This design comes from an exercise in tuning on the open sky130 flow, not from production work.
The RTL was checked by simulation tests, not by an equivalence proof against the original design.
Power and IR drop assume default switching activity.

## harbor
Design JAM, start of the top module:
module JAM (
input CLK,
input RST,
output [2:0] W,
output [2:0] J,
input [6:0] Cost,
output [3:0] MatchCount,
output [9:0] MinCost,
output Valid );
export LEC_CHECK = 0
export ABC_CLOCK_PERIOD_IN_PS = 3500
export CAP_MARGIN = 20
export CORE_MARGIN = 2
export CORE_UTILIZATION = 55
export CTS_BUF_LIST = sky130_fd_sc_hd__clkbuf_4 sky130_fd_sc_hd__clkbuf_8
export CTS_CLUSTER_SIZE = 30
export SETUP_SLACK_MARGIN = 2.6
export SLEW_MARGIN = 20
create_clock -name core_clock -period 6.2 [get_ports {CLK}]
run.sh (not shown) runs the stock make flow with config.mk's settings and CLKGATE_MAP_FILE= SYNTH_SCRIPT=/design/flow/synth_recipe.tcl, a recipe that flattens the netlist after the stock synthesis.
harbor reached the final stage; the timing, design-rule and antenna checks on its layout passed.
Input-level comparison between amber and harbor:
--- a/flow/design.v
+++ b/flow/design.v
@@ -5,21 +5,21 @@
 output [2:0] J,
 input [6:0] Cost,
 output [3:0] MatchCount,
 output [9:0] MinCost,
 output Valid );
 reg  [7:0] c;
 always @(posedge CLK) begin
 	if (RST)                 c <= 8'd0;
-	else if (c != 8'd134)    c <= c + 8'd1;
+	else if (c != 8'd135)    c <= c + 8'd1;
 end
 assign W = c[5:3];
 assign J = c[2:0];
-assign Valid = c == 8'd134;
+assign Valid = c == 8'd135;
 wire loading = ~c[7] & ~c[6];
 reg  [3:0] k;       
 reg  [7:0] mu;      
 wire [3:0] kn = (k == 4'd9) ? 4'd0 : k + 4'd1;
 always @(posedge CLK) begin
 	if (RST) begin
 		k  <= 4'd2;
 		mu <= 8'd0;
@@ -219,18 +219,19 @@
 always @(posedge CLK) pb0 <= mc9(tb0, tb1);
 reg  [12:0] pb1;
 always @(posedge CLK) pb1 <= mc9(tb2, tb3);
 reg  [12:0] pb2;
 always @(posedge CLK) pb2 <= mc9(tb4, tb5);
 reg  [12:0] fb;
 always @(posedge CLK) fb <= mc9(mc9(pb0, pb1), pb2);
 wire [3:0] pc = fa[3:0] * fb[3:0];
-wire [13:0] tr = {add9(fa[12:4], fb[12:4]), pc};
-wire trv = c >= 8'd64 && c <= 8'd133;
+reg  [13:0] tr;
+always @(posedge CLK) tr <= {add9(fa[12:4], fb[12:4]), pc};
+wire trv = c >= 8'd65 && c <= 8'd134;
 reg [9:0] mincost;
 reg [3:0] matchcount;
 always @(posedge CLK) begin
 	if (RST) begin
 		mincost    <= 10'd1023;
 		matchcount <= 4'd0;
 	end else if (trv) begin
 		if (lt10(tr[13:4], mincost)) begin
[summary]
- A highest-delay cell along the critical path of sky130_fd_sc_hd__or4_4 is what amber shows, while sky130_fd_sc_hd__o41a_1 belongs to harbor.
- Height of the chip: amber vs harbor, no meaningful difference
- [amber vs harbor] met2 routing resource usage after global routing: higher in amber
- amber: worst relative slew slack lower than harbor
- Wire length, amber and harbor, higher one = amber.
- Clock network power grows by a little under 10% when moving from harbor to amber.
- Relative contribution of combinational cells to total power: amber < harbor
- Re total power: amber is about 0.6% up on harbor.
- Final cell area excluding filler cells in amber is 560 µm² higher than in harbor
- Between harbor and amber, number of different library cells in the post-synthesis netlist increased.
- Re part of the total power dissipated in the clock network: harbor was lower than amber.

========
Another version of the RTL of JAM (not shown whole).
Size: about 30 I/O pins, roughly 0.048 mm2 of cells after synthesis.
Settings: LEC_CHECK=0, ABC_CLOCK_PERIOD_IN_PS=3500, CAP_MARGIN=20, CORE_MARGIN=2, CORE_UTILIZATION=40, SETUP_SLACK_MARGIN=2.6, SLEW_MARGIN=20; clock period 6.2 ns.
Then changed:
--- a/flow/design.v
+++ b/flow/design.v
@@ -6,30 +6,30 @@
 input [6:0] Cost,
 output [3:0] MatchCount,
 output [9:0] MinCost,
 output Valid );
 reg  [7:0] c;
 always @(posedge CLK) begin
 	if (RST)                 c <= 8'd0;
-	else if (c != 8'd138)    c <= c + 8'd1;
+	else if (c != 8'd135)    c <= c + 8'd1;
 end
 assign W = c[5:3];
 assign J = c[2:0];
-assign Valid = c == 8'd138;
+assign Valid = c == 8'd135;
 wire loading = ~c[7] & ~c[6];
 reg  [3:0] k;       
 reg  [7:0] mu;      
 wire [3:0] kn = (k == 4'd9) ? 4'd0 : k + 4'd1;
 always @(posedge CLK) begin
 	if (RST) begin
-		k  <= 4'd0;
+		k  <= 4'd2;
 		mu <= 8'd0;
 	end else begin
 		k  <= kn;
-		mu <= {8{~loading & ~kn[0] & (kn != 4'd4)}};
+		mu <= {8{(c >= 8'd60) & ~kn[0] & (kn != 4'd4)}};
 	end
 end
 reg [6:0] t0_0, t0_1, t0_2, t0_3, t0_4, t0_5, t0_6, t0_7;
 reg [6:0] t1_0, t1_1, t1_2, t1_3, t1_4, t1_5, t1_6, t1_7;
 reg [6:0] t2_0, t2_1, t2_2, t2_3, t2_4, t2_5, t2_6, t2_7;
 reg [6:0] t3_0, t3_1, t3_2, t3_3, t3_4, t3_5, t3_6, t3_7;
 reg [6:0] t4_0, t4_1, t4_2, t4_3, t4_4, t4_5, t4_6, t4_7;
@@ -209,35 +209,28 @@
 wire [12:0] tb5 = term(xb23, yb01);
 reg  [12:0] pa0;
 always @(posedge CLK) pa0 <= mc9(ta0, ta1);
 reg  [12:0] pa1;
 always @(posedge CLK) pa1 <= mc9(ta2, ta3);
 reg  [12:0] pa2;
 always @(posedge CLK) pa2 <= mc9(ta4, ta5);
-reg  [12:0] ra0;
-always @(posedge CLK) ra0 <= mc9(pa0, pa1);
-reg  [12:0] ra1;
-always @(posedge CLK) ra1 <= pa2;
 reg  [12:0] fa;
-always @(posedge CLK) fa <= mc9(ra0, ra1);
+always @(posedge CLK) fa <= mc9(mc9(pa0, pa1), pa2);
 reg  [12:0] pb0;
 always @(posedge CLK) pb0 <= mc9(tb0, tb1);
 reg  [12:0] pb1;
 always @(posedge CLK) pb1 <= mc9(tb2, tb3);
 reg  [12:0] pb2;
 always @(posedge CLK) pb2 <= mc9(tb4, tb5);
-reg  [12:0] rb0;
-always @(posedge CLK) rb0 <= mc9(pb0, pb1);
-reg  [12:0] rb1;
-always @(posedge CLK) rb1 <= pb2;
 reg  [12:0] fb;
-always @(posedge CLK) fb <= mc9(rb0, rb1);
+always @(posedge CLK) fb <= mc9(mc9(pb0, pb1), pb2);
 wire [3:0] pc = fa[3:0] * fb[3:0];
-wire [13:0] tr = {add9(fa[12:4], fb[12:4]), pc};
-wire trv = c >= 8'd68 && c <= 8'd137;
+reg  [13:0] tr;
+always @(posedge CLK) tr <= {add9(fa[12:4], fb[12:4]), pc};
+wire trv = c >= 8'd65 && c <= 8'd134;
 reg [9:0] mincost;
 reg [3:0] matchcount;
 always @(posedge CLK) begin
 	if (RST) begin
 		mincost    <= 10'd1023;
 		matchcount <= 4'd0;
 	end else if (trv) begin
Effect:
- power is higher by about 1.2%
- combinational power is higher by about 8%
- wire length is lower by 0.72%
- hold slack barely changes
- via count is lower by about 1.9%

========
JAM, a different RTL version from the one above (not shown whole).
Size: ~810 flip-flops, roughly 30 I/O pins.
// JAM
module JAM (
input CLK,
input RST,
output [2:0] W,
output [2:0] J,
input [6:0] Cost,
output [3:0] MatchCount,
output [9:0] MinCost,
output Valid );
clock: 6.2 ns
lec_check: 0
abc_clock_period_in_ps: 3500
cap_margin: 20
core_margin: 2
core_utilization: 55
setup_slack_margin: 2.6
slew_margin: 20
==> next run, changes <==
--- a/flow/design.v
+++ b/flow/design.v
@@ -114,46 +114,29 @@
 	input [6:0] a, b;
 	add7 = a + b;
 endfunction
 function [9:0] add9;   
 	input [8:0] a, b;
 	add9 = a + b;
 endfunction
-function [1:0] lteq10;
-	input [9:0] a, b;
-	integer i;
-	reg l, e, x;
-	begin
-		l = 1'b0;
-		e = 1'b1;
-		for (i = 0; i < 10; i = i + 1) begin
-			x = ~(a[i] ^ b[i]);
-			l = (~a[i] & b[i]) | (x & l);
-			e = e & x;
-		end
-		lteq10 = {l, e};
-	end
-endfunction
 function lt10;   
 	input [9:0] a, b;
 	lt10 = a < b;
 endfunction
 function [12:0] mc9;           
 	input [12:0] x, y;
-	reg [1:0] c;
 	begin
 		if (x[12:4] == y[12:4])                          mc9 = {x[12:4], x[3:0] + y[3:0]};
 		else if (lt10({1'b0, x[12:4]}, {1'b0, y[12:4]})) mc9 = x;
 		else                                             mc9 = y;
 	end
 endfunction
 function [8:0] blk2;
 	input [6:0] ua, ub, va, vb;
 	reg [7:0] p, q;
-	reg [1:0] c;
 	begin
 		p = add7(ua, vb);
 		q = add7(ub, va);
 		blk2 = {lt10({2'b0, p}, {2'b0, q}) ? p : q, p == q};
 	end
 endfunction
 function [12:0] term;
@@ -237,28 +220,27 @@
 reg  [12:0] pb1;
 always @(posedge CLK) pb1 <= mc9(tb2, tb3);
 reg  [12:0] pb2;
 always @(posedge CLK) pb2 <= mc9(tb4, tb5);
 reg  [12:0] fb;
 always @(posedge CLK) fb <= mc9(mc9(pb0, pb1), pb2);
 wire [3:0] pc = fa[3:0] * fb[3:0];
-reg  [13:0] tr;
-always @(posedge CLK) tr <= {add9(fa[12:4], fb[12:4]), pc};
-wire trv = c >= 8'd65 && c <= 8'd134;
-reg  [9:0] mincost;
-reg  [3:0] matchcount;
-wire       tlt = lt10(tr[13:4], mincost);
-wire       teq = tr[13:4] == mincost;
-wire [9:0] nmin = (trv & tlt) ? tr[13:4] : mincost;
-wire [3:0] ncnt = ~trv ? matchcount : tlt ? tr[3:0] : teq ? matchcount + tr[3:0] : matchcount;
+wire [13:0] tr = {add9(fa[12:4], fb[12:4]), pc};
+wire trv = c >= 8'd64 && c <= 8'd133;
+reg [9:0] mincost;
+reg [3:0] matchcount;
 always @(posedge CLK) begin
 	if (RST) begin
 		mincost    <= 10'd1023;
 		matchcount <= 4'd0;
-	end else begin
-		mincost    <= nmin;
-		matchcount <= ncnt;
-	end
-end
-assign MinCost    = nmin;
-assign MatchCount = ncnt;
+	end else if (trv) begin
+		if (lt10(tr[13:4], mincost)) begin
+			mincost    <= tr[13:4];
+			matchcount <= tr[3:0];
+		end else if (tr[13:4] == mincost) begin
+			matchcount <= matchcount + tr[3:0];
+		end
+	end
+end
+assign MinCost    = mincost;
+assign MatchCount = matchcount;
 endmodule
- synthesized area fell by 0.76%
- global-route usage is about the same
- first-iteration DRC count decreases by about 25%
- final area falls by 1.8%
- worst setup slack improves by 0.50 ns
- non-clock buffer count came out lower by 67
- register-to-register slack loses 0.04 ns
- maximum frequency is higher by about 14%
- routed wire length goes down by about 2%
- clock-buffer cell count increases by 10
- flip-flop and latch count fell by 14

========
The RTL this note starts from:
==> flow/design.v <==
module JAM (
input CLK,
input RST,
output [2:0] W,
output [2:0] J,
input [6:0] Cost,
output [3:0] MatchCount,
output [9:0] MinCost,
output Valid );
reg  [7:0] c;
always @(posedge CLK) begin
	if (RST)                 c <= 8'd0;
	else if (c != 8'd138)    c <= c + 8'd1;
end
assign W = c[5:3];
assign J = c[2:0];
assign Valid = c == 8'd138;
wire loading = ~c[7] & ~c[6];
reg  [3:0] k;       
reg  [7:0] mu;      
wire [3:0] kn = (k == 4'd9) ? 4'd0 : k + 4'd1;
always @(posedge CLK) begin
	if (RST) begin
		k  <= 4'd0;
		mu <= 8'd0;
	end else begin
		k  <= kn;
		mu <= {8{~loading & ~kn[0] & (kn != 4'd4)}};
	end
end
reg [6:0] t0_0, t0_1, t0_2, t0_3, t0_4, t0_5, t0_6, t0_7;
reg [6:0] t1_0, t1_1, t1_2, t1_3, t1_4, t1_5, t1_6, t1_7;
reg [6:0] t2_0, t2_1, t2_2, t2_3, t2_4, t2_5, t2_6, t2_7;
reg [6:0] t3_0, t3_1, t3_2, t3_3, t3_4, t3_5, t3_6, t3_7;
reg [6:0] t4_0, t4_1, t4_2, t4_3, t4_4, t4_5, t4_6, t4_7;
reg [6:0] t5_0, t5_1, t5_2, t5_3, t5_4, t5_5, t5_6, t5_7;
reg [6:0] t6_0, t6_1, t6_2, t6_3, t6_4, t6_5, t6_6, t6_7;
reg [6:0] t7_0, t7_1, t7_2, t7_3, t7_4, t7_5, t7_6, t7_7;
always @(posedge CLK) begin
	t0_0 <= t0_1;
	t0_1 <= mu[0] ? t0_7 : t0_2;
	t0_2 <= mu[0] ? t0_2 : t0_3;
	t0_3 <= mu[0] ? t0_3 : t0_4;
	t0_4 <= t0_5;
	t0_5 <= t0_6;
	t0_6 <= mu[0] ? t0_4 : t0_7;
	t0_7 <= (loading && c[5:3] == 3'd0) ? Cost : t0_0;
	t1_0 <= t1_1;
	t1_1 <= mu[1] ? t1_7 : t1_2;
	t1_2 <= mu[1] ? t1_2 : t1_3;
	t1_3 <= mu[1] ? t1_3 : t1_4;
	t1_4 <= t1_5;
	t1_5 <= t1_6;
	t1_6 <= mu[1] ? t1_4 : t1_7;
	t1_7 <= (loading && c[5:3] == 3'd1) ? Cost : t1_0;
	t2_0 <= t2_1;
	t2_1 <= mu[2] ? t2_7 : t2_2;
	t2_2 <= mu[2] ? t2_2 : t2_3;
	t2_3 <= mu[2] ? t2_3 : t2_4;
	t2_4 <= t2_5;
	t2_5 <= t2_6;
	t2_6 <= mu[2] ? t2_4 : t2_7;
	t2_7 <= (loading && c[5:3] == 3'd2) ? Cost : t2_0;
	t3_0 <= t3_1;
	t3_1 <= mu[3] ? t3_7 : t3_2;
	t3_2 <= mu[3] ? t3_2 : t3_3;
	t3_3 <= mu[3] ? t3_3 : t3_4;
	t3_4 <= t3_5;
	t3_5 <= t3_6;
	t3_6 <= mu[3] ? t3_4 : t3_7;
	t3_7 <= (loading && c[5:3] == 3'd3) ? Cost : t3_0;
	t4_0 <= t4_1;
	t4_1 <= mu[4] ? t4_7 : t4_2;
	t4_2 <= mu[4] ? t4_2 : t4_3;
	t4_3 <= mu[4] ? t4_3 : t4_4;
	t4_4 <= t4_5;
	t4_5 <= t4_6;
	t4_6 <= mu[4] ? t4_4 : t4_7;
	t4_7 <= (loading && c[5:3] == 3'd4) ? Cost : t4_0;
	t5_0 <= t5_1;
	t5_1 <= mu[5] ? t5_7 : t5_2;
	t5_2 <= mu[5] ? t5_2 : t5_3;
	t5_3 <= mu[5] ? t5_3 : t5_4;
	t5_4 <= t5_5;
	t5_5 <= t5_6;
	t5_6 <= mu[5] ? t5_4 : t5_7;
	t5_7 <= (loading && c[5:3] == 3'd5) ? Cost : t5_0;
	t6_0 <= t6_1;
	t6_1 <= mu[6] ? t6_7 : t6_2;
	t6_2 <= mu[6] ? t6_2 : t6_3;
	t6_3 <= mu[6] ? t6_3 : t6_4;
	t6_4 <= t6_5;
	t6_5 <= t6_6;
	t6_6 <= mu[6] ? t6_4 : t6_7;
	t6_7 <= (loading && c[5:3] == 3'd6) ? Cost : t6_0;
	t7_0 <= t7_1;
	t7_1 <= mu[7] ? t7_7 : t7_2;
	t7_2 <= mu[7] ? t7_2 : t7_3;
	t7_3 <= mu[7] ? t7_3 : t7_4;
	t7_4 <= t7_5;
	t7_5 <= t7_6;
	t7_6 <= mu[7] ? t7_4 : t7_7;
	t7_7 <= (loading && c[5:3] == 3'd7) ? Cost : t7_0;
end
wire [6:0] m00 = t0_0, m01 = t0_1, m02 = t0_2, m03 = t0_4;
wire [6:0] m10 = t1_0, m11 = t1_1, m12 = t1_2, m13 = t1_4;
wire [6:0] m20 = t2_0, m21 = t2_1, m22 = t2_2, m23 = t2_4;
wire [6:0] m30 = t3_0, m31 = t3_1, m32 = t3_2, m33 = t3_4;
wire [6:0] m40 = t4_3, m41 = t4_5, m42 = t4_6, m43 = t4_7;
wire [6:0] m50 = t5_3, m51 = t5_5, m52 = t5_6, m53 = t5_7;
wire [6:0] m60 = t6_3, m61 = t6_5, m62 = t6_6, m63 = t6_7;
wire [6:0] m70 = t7_3, m71 = t7_5, m72 = t7_6, m73 = t7_7;
function [7:0] add7;   
	input [6:0] a, b;
	add7 = a + b;
endfunction
function [9:0] add9;   
	input [8:0] a, b;
	add9 = a + b;
endfunction
function lt10;   
	input [9:0] a, b;
	lt10 = a < b;
endfunction
function [12:0] mc9;           
	input [12:0] x, y;
	begin
		if (x[12:4] == y[12:4])                          mc9 = {x[12:4], x[3:0] + y[3:0]};
		else if (lt10({1'b0, x[12:4]}, {1'b0, y[12:4]})) mc9 = x;
		else                                             mc9 = y;
	end
endfunction
function [8:0] blk2;
	input [6:0] ua, ub, va, vb;
	reg [7:0] p, q;
	begin
		p = add7(ua, vb);
		q = add7(ub, va);
		blk2 = {lt10({2'b0, p}, {2'b0, q}) ? p : q, p == q};
	end
endfunction
function [12:0] term;
	input [8:0] x, y;
	reg [1:0] e;
	begin
		e = x[0] + y[0];
		term = {add9({1'b0, x[8:1]}, {1'b0, y[8:1]}), 1'b0, e == 2'd2, e == 2'd1, e == 2'd0};
	end
endfunction
reg  [8:0] xa01;
always @(posedge CLK) xa01 <= blk2(m00, m01, m10, m11);
reg  [8:0] ya01;
always @(posedge CLK) ya01 <= blk2(m20, m21, m30, m31);
reg  [8:0] xa02;
always @(posedge CLK) xa02 <= blk2(m00, m02, m10, m12);
reg  [8:0] ya02;
always @(posedge CLK) ya02 <= blk2(m20, m22, m30, m32);
reg  [8:0] xa03;
always @(posedge CLK) xa03 <= blk2(m00, m03, m10, m13);
reg  [8:0] ya03;
always @(posedge CLK) ya03 <= blk2(m20, m23, m30, m33);
reg  [8:0] xa12;
always @(posedge CLK) xa12 <= blk2(m01, m02, m11, m12);
reg  [8:0] ya12;
always @(posedge CLK) ya12 <= blk2(m21, m22, m31, m32);
reg  [8:0] xa13;
always @(posedge CLK) xa13 <= blk2(m01, m03, m11, m13);
reg  [8:0] ya13;
always @(posedge CLK) ya13 <= blk2(m21, m23, m31, m33);
reg  [8:0] xa23;
always @(posedge CLK) xa23 <= blk2(m02, m03, m12, m13);
reg  [8:0] ya23;
always @(posedge CLK) ya23 <= blk2(m22, m23, m32, m33);
reg  [8:0] xb01;
always @(posedge CLK) xb01 <= blk2(m40, m41, m50, m51);
reg  [8:0] yb01;
always @(posedge CLK) yb01 <= blk2(m60, m61, m70, m71);
reg  [8:0] xb02;
always @(posedge CLK) xb02 <= blk2(m40, m42, m50, m52);
reg  [8:0] yb02;
always @(posedge CLK) yb02 <= blk2(m60, m62, m70, m72);
reg  [8:0] xb03;
always @(posedge CLK) xb03 <= blk2(m40, m43, m50, m53);
reg  [8:0] yb03;
always @(posedge CLK) yb03 <= blk2(m60, m63, m70, m73);
reg  [8:0] xb12;
always @(posedge CLK) xb12 <= blk2(m41, m42, m51, m52);
reg  [8:0] yb12;
always @(posedge CLK) yb12 <= blk2(m61, m62, m71, m72);
reg  [8:0] xb13;
always @(posedge CLK) xb13 <= blk2(m41, m43, m51, m53);
reg  [8:0] yb13;
always @(posedge CLK) yb13 <= blk2(m61, m63, m71, m73);
reg  [8:0] xb23;
always @(posedge CLK) xb23 <= blk2(m42, m43, m52, m53);
reg  [8:0] yb23;
always @(posedge CLK) yb23 <= blk2(m62, m63, m72, m73);
wire [12:0] ta0 = term(xa01, ya23);
wire [12:0] ta1 = term(xa02, ya13);
wire [12:0] ta2 = term(xa03, ya12);
wire [12:0] ta3 = term(xa12, ya03);
wire [12:0] ta4 = term(xa13, ya02);
wire [12:0] ta5 = term(xa23, ya01);
wire [12:0] tb0 = term(xb01, yb23);
wire [12:0] tb1 = term(xb02, yb13);
wire [12:0] tb2 = term(xb03, yb12);
wire [12:0] tb3 = term(xb12, yb03);
wire [12:0] tb4 = term(xb13, yb02);
wire [12:0] tb5 = term(xb23, yb01);
reg  [12:0] pa0;
always @(posedge CLK) pa0 <= mc9(ta0, ta1);
reg  [12:0] pa1;
always @(posedge CLK) pa1 <= mc9(ta2, ta3);
reg  [12:0] pa2;
always @(posedge CLK) pa2 <= mc9(ta4, ta5);
reg  [12:0] fa;
always @(posedge CLK) fa <= mc9(mc9(pa0, pa1), pa2);
reg  [12:0] pb0;
always @(posedge CLK) pb0 <= mc9(tb0, tb1);
reg  [12:0] pb1;
always @(posedge CLK) pb1 <= mc9(tb2, tb3);
reg  [12:0] pb2;
always @(posedge CLK) pb2 <= mc9(tb4, tb5);
reg  [12:0] fb;
always @(posedge CLK) fb <= mc9(mc9(pb0, pb1), pb2);
wire [3:0] pc = fa[3:0] * fb[3:0];
reg  [13:0] tr;
always @(posedge CLK) tr <= {add9(fa[12:4], fb[12:4]), pc};
wire trv = c >= 8'd68 && c <= 8'd137;
reg [9:0] mincost;
reg [3:0] matchcount;
always @(posedge CLK) begin
	if (RST) begin
		mincost    <= 10'd1023;
		matchcount <= 4'd0;
	end else if (trv) begin
		if (lt10(tr[13:4], mincost)) begin
			mincost    <= tr[13:4];
			matchcount <= tr[3:0];
		end else if (tr[13:4] == mincost) begin
			matchcount <= matchcount + tr[3:0];
		end
	end
end
assign MinCost    = mincost;
assign MatchCount = matchcount;
endmodule
clock: 6.2 ns
lec_check: 0
abc_clock_period_in_ps: 3500
cap_margin: 20
core_margin: 2
core_utilization: 40
setup_slack_margin: 2.6
slew_margin: 20
Then changed:
--- a/flow/design.v
+++ b/flow/design.v
@@ -11,9 +11,9 @@
 always @(posedge CLK) begin
 	if (RST)                 c <= 8'd0;
-	else if (c != 8'd138)    c <= c + 8'd1;
+	else if (c != 8'd134)    c <= c + 8'd1;
 end
 assign W = c[5:3];
 assign J = c[2:0];
-assign Valid = c == 8'd138;
+assign Valid = c == 8'd134;
 wire loading = ~c[7] & ~c[6];
 reg  [3:0] k;       
@@ -22,9 +22,9 @@
 always @(posedge CLK) begin
 	if (RST) begin
-		k  <= 4'd0;
+		k  <= 4'd2;
 		mu <= 8'd0;
 	end else begin
 		k  <= kn;
-		mu <= {8{~loading & ~kn[0] & (kn != 4'd4)}};
+		mu <= {8{(c >= 8'd60) & ~kn[0] & (kn != 4'd4)}};
 	end
 end
@@ -225,7 +225,6 @@
 always @(posedge CLK) fb <= mc9(mc9(pb0, pb1), pb2);
 wire [3:0] pc = fa[3:0] * fb[3:0];
-reg  [13:0] tr;
-always @(posedge CLK) tr <= {add9(fa[12:4], fb[12:4]), pc};
-wire trv = c >= 8'd68 && c <= 8'd137;
+wire [13:0] tr = {add9(fa[12:4], fb[12:4]), pc};
+wire trv = c >= 8'd64 && c <= 8'd133;
 reg [9:0] mincost;
 reg [3:0] matchcount;
Routed wire length increases by 0.65%. Sequential share of layout area decreases by 0.67 points. Sequential power increases by about 2%. Final cell count barely changes. Utilization increases by 0.44 points. Area after synthesis decreases by 0.52%. Count of clock-buffer cells in the layout increases by 5. Total power increases by 13%. Final area increases by 0.67%. Combinational power increases by 32%. Clock power decreases by 11%. Synthesized cell count stays flat.

-- re-timing with driven ports --
The flow's constraints put no driver on any port. The routed layouts listed below were extracted and timed again, unchanged, in two steps. Step 1, drivers: a clkbuf_16 drives CLK and a buf_2 each remaining input, both assumed. Step 2 moves the port delays by t, midway between the first and last clock arrival at a register: inputs arrive t later, outputs are due t later. That takes back most of the time a late clock gives input paths. Slacks: no drivers / after step 1 / after step 2; pairs: no drivers / after step 1.
| run | t (ns) | setup slack, ns | worst setup path after step 2 | clock arrival spread, ns |
|---|---|---|---|---|
| harbor | 0.869 | 2.617 / 2.617 / 2.617 | register to register | 0.037 / 0.037 |
| amber | 0.887 | 2.661 / 2.661 / 2.661 | register to register | 0.039 / 0.039 |
| the first run of note 2 | 0.742 | 2.616 / 2.616 / 2.616 | register to register | 0.027 / 0.027 |
| the second run of note 2 | 0.716 | 2.634 / 2.634 / 2.634 | register to register | 0.040 / 0.040 |
| the first run of note 3 | 0.720 | 2.131 / 2.067 / 2.685 | register to register | 0.035 / 0.034 |
| the second run of note 3 | 0.700 | 2.635 / 2.635 / 2.635 | register to register | 0.031 / 0.032 |
| the first run of note 4 | 0.734 | 2.678 / 2.678 / 2.678 | register to register | 0.030 / 0.030 |
| the second run of note 4 | 0.731 | 2.534 / 2.534 / 2.534 | register to register | 0.049 / 0.050 |
After both steps setup and hold are still met in every run listed.
